Background: an optimization exercise with open tools, aiming at small area and a short achievable clock period. Do not read the settings as production practice.
No run shown here included a check of the RTL's function; only the layout flow was run.
Power and IR drop assume default switching activity.

==> flow/design.v (outline; a module is shown in full before it is edited, if it fits) <==
// module pfx_nnp: 4 lines
// module pfx_nnp_g: 3 lines
// module pfx_npp_g: 3 lines
// module pfx_pnn_g: 3 lines
// module pfx_ppn: 4 lines
// module pfx_ppn_g: 3 lines
// module cpa: 252 lines
// module fa_m: 4 lines
// module ha_m: 4 lines
// module adder_1: 234 lines
module adder_1 #(parameter DSIZE = 64)
            (
                in_a,
                in_b,
                in_c,
                in_d,
                sum,
                clk,
                rst_n
            );
  // ...
==> flow/flow/run.sh <==
#!/bin/bash
export BUFFER_PORTS_ARGS="-buffer_cell sky130_fd_sc_hd__buf_1"
bash standard.sh ABC_LOAD_IN_FF=3 finish > standard.log 2>&1
==> flow/standard.sh <==
#!/bin/bash
# synth_recipe.tcl (not shown) runs the flow's synth.tcl, then flattens the netlist and writes it again
# the make line also repeats each setting of config.mk as NAME=value (left out here)
make -C /OpenROAD-flow-scripts/flow DESIGN_CONFIG=/design/flow/config.mk WORK_HOME=/design/flow/orfs CLKGATE_MAP_FILE= SYNTH_SCRIPT=/design/flow/synth_recipe.tcl "${@:-finish}"
==> flow/config.mk <==
export PLATFORM = sky130hd
export DESIGN_NAME = adder_1
export DESIGN_NICKNAME = adder_1
export VERILOG_FILES = /design/flow/design.v
export SDC_FILE = /design/flow/constraint.sdc
export NUM_CORES = 4
export LEC_CHECK = 0
export CAP_MARGIN = 20
export CORE_MARGIN = 2
export CORE_UTILIZATION = 40
export CTS_BUF_LIST = sky130_fd_sc_hd__clkbuf_4 sky130_fd_sc_hd__clkbuf_8
export SETUP_SLACK_MARGIN = 2.0
export SLEW_MARGIN = 20
export SYNTH_HIERARCHICAL = 1
export SYNTH_MINIMUM_KEEP_SIZE = 0
==> flow/constraint.sdc <==
create_clock -name core_clock -period 4.0 [get_ports {clk}]
set_input_delay 0.8000 -clock core_clock [delete_from_list [all_inputs] [get_ports {clk}]]
set_output_delay 0.8000 -clock core_clock [all_outputs]
set_load 0.01 [all_outputs]
==> metrics.md, run 1 <==
| Metric | Value |
|---|---|
| Syn Nets | 1222 |
| Comb group | 3250 uW |
| Post-synth ARST share | 1.000 |
| Buf/Inv on CP | 1 |
| Post-synthesis sequential area ratio | 0.4694 |
| WL met2 | 12180 um |
| Seq cells post-synth | 190 |
| Row count | 58 |
| Dpl hpwl | 20200 um |
| Hold path cells | 0 |
| Placed Cells incl. Taps | 1427 |
| Net Sw Power | 3139 uW |
| Compound-Gate Fraction of Synth Area | 0.09140 |
| Routed Wire Length | 24120 um |
| Fin nets | 1573 |
| Inverter count | 21 |
| Final global-route overflow total | 0 |
| Depth of the CTS H-tree | 4 |
| Status | no timing/DRC/antenna violations |
| Reg clk slew, reported paths | 0.10 ns |
| Final min period | 1.960 ns |
| Met3 GRT Util | 0.03657 |
| Vias per cell | 4.771 |
| Hold Fails Final Rpt | 0 |
| Non-Filler Instances | 1470 |
| Crit share post-route | 0.4900 |
| WS Path Type | input pin to flop |
| Wirelength per Cell | 16.41 um |
| Fin. max-slew vios | 0 |
| Cts hold-fix bufs | 0 |
| Top-count cell post-synth | dfrtp_1 |
| Num Clock Sinks | 190 |
| CP arrival | 2.31 ns |
| Sequential cell area share | 0.3724 |
| Drt drc | 0 |
| Die span in x | 163.1 um |
| Final core occ | 0.5101 |
| Delay-heaviest family, CP | adder cells |
| Reg2reg start | pv_l[16] |
==> run 2: changes to the inputs <==
--- a/flow/config.mk
+++ b/flow/config.mk
@@ -9,6 +9,7 @@
 export CORE_MARGIN = 2
 export CORE_UTILIZATION = 40
 export CTS_BUF_LIST = sky130_fd_sc_hd__clkbuf_4 sky130_fd_sc_hd__clkbuf_8
+export PLACE_DENSITY = 0.5
 export SETUP_SLACK_MARGIN = 2.0
 export SLEW_MARGIN = 20
 export SYNTH_HIERARCHICAL = 1
==> run 2 against run 1 <==
Still clean. Global-route usage is 0.55 points lower. Clock-buffer cell count grew 2. Die area unchanged. Core utilization hardly changed. Sequential power about the same. Maximum frequency grew 1.4%. Non-clock buffer count unchanged. Clock power increased by 6%. Highest routed layer unchanged.
==> metrics.md, run 2 <==
| Metric | Value |
|---|---|
| IO buf count | 321 (unchanged) |
| Filler cell count | 2343 (was 2276) |
| Worst slew pin tran | 0.6790 ns (was 0.8688 ns) |
| Placed Cells incl. Taps | 1427 (unchanged) |
| CP arrival | 2.29 ns (was 2.31 ns) |
| Die H | 163.1 um (unchanged) |
| Synth-to-Final Area Change | 26.14% (was 26.09%) |
| Final Setup Violations | 0 (unchanged) |
| Post-synthesis sequential area ratio | 0.4694 (unchanged) |
| Startpoint types | flop (was input pin) |
| Synth unique cells | 13 (unchanged) |
| RSZ-0062 raised after global routing | yes (unchanged) |
| Avg Synthesized Cell Area | 13.05 um^2 (unchanged) |
| Most common cell after layout, fill and taps aside | buf_1 (unchanged) |
| Drt drc | 0 (unchanged) |
| Placer Congestion | 0.8415 (was 0.8996) |
| Pre-antenna DRT Iters | 4 (unchanged) |
| Final setup TNS | 0 ns (unchanged) |
| Max frequency | 517.5 MHz (was 510.2 MHz) |
| Crit path largest cell delay | 0.44 ns (was 0.59 ns) |
| Syn. warnings | 7 (unchanged) |
| Fin. max-slew vios | 0 (unchanged) |
| Most frequent cells in the layout | buf_1, dfrtp_1, fa_1 (unchanged) |
| Met3 WL | 1218 um (was 1423 um) |
| Die span in x | 163.1 um (unchanged) |
| Cts hold-fix bufs | 0 (unchanged) |
| Critical path peak fanout | 3 (was 1) |
| Row count | 58 (unchanged) |
| Largest family of logic cells by synthesized area | adder cells (unchanged) |
| Initial core utilization | 0.4046 (unchanged) |
| Crit path cell chain | nand2_1 > nor2_1 > nand2_1 > o21ai_1 > a21oi_1 > o21ai_2 > a21oi_1 > xnor2_1 (was buf_1 > fa_1 > fa_1 > ha_1) |
| Depth of the CTS H-tree | 4 (unchanged) |
| Status | no timing/DRC/antenna violations (unchanged) |
| Die Area | 26610 um^2 (unchanged) |
| Metal-1 WL | 10020 um (was 10340 um) |
| Nature of the critical path endpoint | flop (unchanged) |
| Top cell type's share of synthesized area | 0.4694 (unchanged) |
| Initial antenna violation count | 0 (unchanged) |
| Peak VDD IR | 0.2634 mV (was 0.2094 mV) |
| Slew headroom | 0.5474 (was 0.4208) |
| Area of the multi-input gates | 5792 um^2 (was 5813 um^2) |
| Compound-Gate Fraction of Synth Area | 0.09140 (unchanged) |
| Pwr/cell area | 595.6 nW/um^2 (was 596.5 nW/um^2) |
| Synth Area in XOR/XNOR | 0.05917 (unchanged) |
| Post-synthesis adder-cell area fraction | 0.3249 (unchanged) |
| Critical Path RT | 4.35 ns (about the same) |
| Max Cap Viol | 0 (unchanged) |
| Vias per cell | 4.706 (was 4.771) |
| Reg clk slew, reported paths | 0.09 ns (was 0.10 ns) |
| Synth top cells by count | dfrtp_1, fa_1, a21oi_1, nand2_1, o21ai_1 (unchanged) |
| WL met2 | 11890 um (was 12180 um) |
| CTS root buffer | clkbuf_8 (unchanged) |
| Num Clock Sinks | 190 (unchanged) |
| Main synth FF type | dfrtp_1 (unchanged) |
| WS Path Type | flop to flop (was input pin to flop) |
| EDFF count, synth | 0 (unchanged) |
| First-pass GRT wire length | 36760 um (was 37930 um) |
| Largest net degree at the start of global routing | 82 (was 70) |
| Post-DRT Antenna Nets | 0 (unchanged) |
| Wirelength per Cell | 15.86 um (was 16.41 um) |
| Final global-route overflow total | 0 (unchanged) |
| Final min period | 1.932 ns (was 1.960 ns) |
| Post-Synthesis Cells | 776 (unchanged) |
| Syn Nets | 1222 (unchanged) |
| Leading area contributor after synthesis | dfrtp_1 (unchanged) |
| Pre-CTS WS | 1.409 ns (was 1.434 ns) |
| Post-Synth Simple-Gate Area | 0.04595 (unchanged) |
| Num ports | 322 (unchanged) |
| Highest Signal Layer | met4 (unchanged) |
| Hold crit path type | flop to flop (unchanged) |
| Fin nets | 1573 (unchanged) |
| Flip-flop and latch area | 4756 um^2 (unchanged) |
| Largest regs | pv_l (64), sum_l (64), gv_l (62) (unchanged) |
| Dpl hpwl | 19680 um (was 20200 um) |
| Ant diodes | 0 (unchanged) |
| Routed Wire Length | 23280 um (was 24120 um) |
| P_leak | 0.005058 uW (was 0.005052 uW) |
| DRT iter0 DRCs | 250 (was 304) |
| Mux cell area share after synthesis | 0 (unchanged) |
| Crit share post-route | 0.4831 (was 0.4900) |
| Final core occ | 0.5103 (was 0.5101) |
| CP max stage cell | dfrtp_1 (was fa_1) |
| Post-synth ARST share | 1.000 (unchanged) |
| Worst-Skew Late Latency | 0.47 ns (was 0.46 ns) |
| Setup ws final | 2.068 ns (was 2.040 ns) |
| Core area | 25040 um^2 (unchanged) |
| Via Count | 6909 (was 7013) |
| Non-Filler Instances | 1468 (was 1470) |
| Top cells by area, synth | dfrtp_1, fa_1, ha_1, a21oi_1, xnor2_1 (unchanged) |
| Synth Cell Area | 10130 um^2 (unchanged) |
| Layout cell share with drive strength beyond 1 | 0.1467 (was 0.1526) |
| Final Power | 7610 uW (was 7619 uW) |
| All-Layer GR Usage | 0.1830 (was 0.1886) |
| Clock buffer depth | 2 (unchanged) |
| Num CTS Buffers | 17 (unchanged) |
| Clock skew | 0.01500 ns (was 0.01414 ns) |
| Hold Fails Final Rpt | 0 (unchanged) |
| Seq cells post-synth | 190 (unchanged) |
| Top-count cell post-synth | dfrtp_1 (unchanged) |
| CTS tree | built (unchanged) |
| Vias in the first global route | 7255 (was 7599) |
-- run 2: cell count changes in the layout (fill, tap and decap cells not counted), sizes merged --
cell      before  now
bufinv         1    3
clkbuf        18   20
clkinv         5    2
clkinvlp       0    2
inv           30   25
-- run 2: layer usage --
layer | track usage | up-vias
li1 | - | 3286
met1 | 0.2453 | 3405
met2 | 0.3134 | 209
met3 | 0.03428 | 9
met4 | 0.03741 | 0
met5 | 0 | -
-- run 2: per-module statistics from Yosys, one instance, submodules excluded --
module	area, um^2	flip-flops and latches	cells	times used
pfx_pnn_g	8.758	0	2	15
pfx_ppn	8.758	0	2	72
cpa	558.0	0	64	1
ha_m	12.51	0	1	63
fa_m	20.02	0	1	125
pfx_ppn_g	5.005	0	1	26
adder_1	4811	190	194	1
pfx_npp_g	8.758	0	2	6
pfx_nnp	8.758	0	2	52
pfx_nnp_g	5.005	0	1	14
-- run 2: area by class of cell --
cell class | instances | share of cell area
Tap cell | 330 | 0.03231
Inverter | 21 | 0.006169
Timing Repair Buffer | 334 | 0.1042
Clock buffer | 19 | 0.01949
Clock inverter | 11 | 0.01234
Multi-Input combinational cell | 563 | 0.4533
Sequential cell | 190 | 0.3722
-- run 2: where the power goes --
part | total, uW | leakage (uW) | internal, uW | switching [uW]
clock | 1310 | 0.000200 | 635 | 675
sequential | 3140 | 0.00229 | 2670 | 466
combinational | 3160 | 0.00257 | 1280 | 1880
total | 7610 | 0.00506 | 4590 | 3020
-- run 2: through the flow --
| stage | cell area [um^2] | hold WS [ns] |
|---|---|---|
| after global placement | 11870 | 0.3336 |
| after CTS | 12460 | 0.3642 |
| after detailed placement | 11870 | 0.3403 |
| final | 12780 | 0.3580 |
| after global routing | 12780 | 0.3783 |
| after floorplan | 10230 | 0.4166 |
-- run 2: logic make-up (layout without fill, tap and decap cells) --
logic type,Yosys count,after routing
compound gates,185,185
simple gates,124,124
fa+ha+maj,188,188
xor+xnor,66,66
buf+inv,23,385
flops,190,190
-- run 2: worst paths after layout --
check	from	end	slack, ns	depth (start not counted)
setup / recovery	pv_l[34]	sum_l[54]	2.07	8
min in group asynchronous	rst_n	pv_l[15]	0.39	1
hold reg to reg	pv_l[0]	sum_l[0]	0.36	0
hold / removal	pv_l[0]	sum_l[0]	0.36	0
setup reg to reg	pv_l[34]	sum_l[54]	2.07	8
max in group asynchronous	rst_n	sum_l[52]	2.75	2
-- run 2: critical path: cells and delay by family, from the launching register on --
family / cells / cell delay, ns
compound gates: 4 / 0.66
xor+xnor: 1 / 0.13
flops: 1 / 0.44
simple gates: 3 / 0.59
-- run 2: what timing repair did --
action                                  4_1_cts  5_1_grt
pin swaps                                     1        9
endpoints found under the setup margin       40       27
resized for setup                            34       68
hold endpoints to repair                      0        0
buffers inserted                              2        9

[separate check: timing with driven ports]
In the flow no input, the clock included, has a driving cell. The finished layouts below were timed again as built, in two steps. Step 1 sets driving cells, clkbuf_16 on the clock port and buf_2 on the other inputs (assumed; they add their load-dependent delay and slew). Step 2 adds t to the input delays and takes it off the output delays; t is the mean of the earliest and latest rising clock arrival at the registers after step 1. Input paths then give back, and output paths get back, about the clock's delay inside the block. Slacks: no drivers / after step 1 / after step 2; pairs: no drivers / after step 1.
run	t (ns)	setup WS [ns]	hold slack, ns	clock arrival spread, ns
run 1	0.496	2.040 / 2.055 / 1.565	0.355 / 0.355 / 0.355	0.014 / 0.014
run 2	0.498	2.068 / 2.068 / 1.616	0.358 / 0.358 / 0.358	0.015 / 0.015
After both steps every run listed still meets setup and hold. For run 1, which loses most, drivers alone change the setup slack by +0.015 ns; drivers and shift together by -0.475 ns.
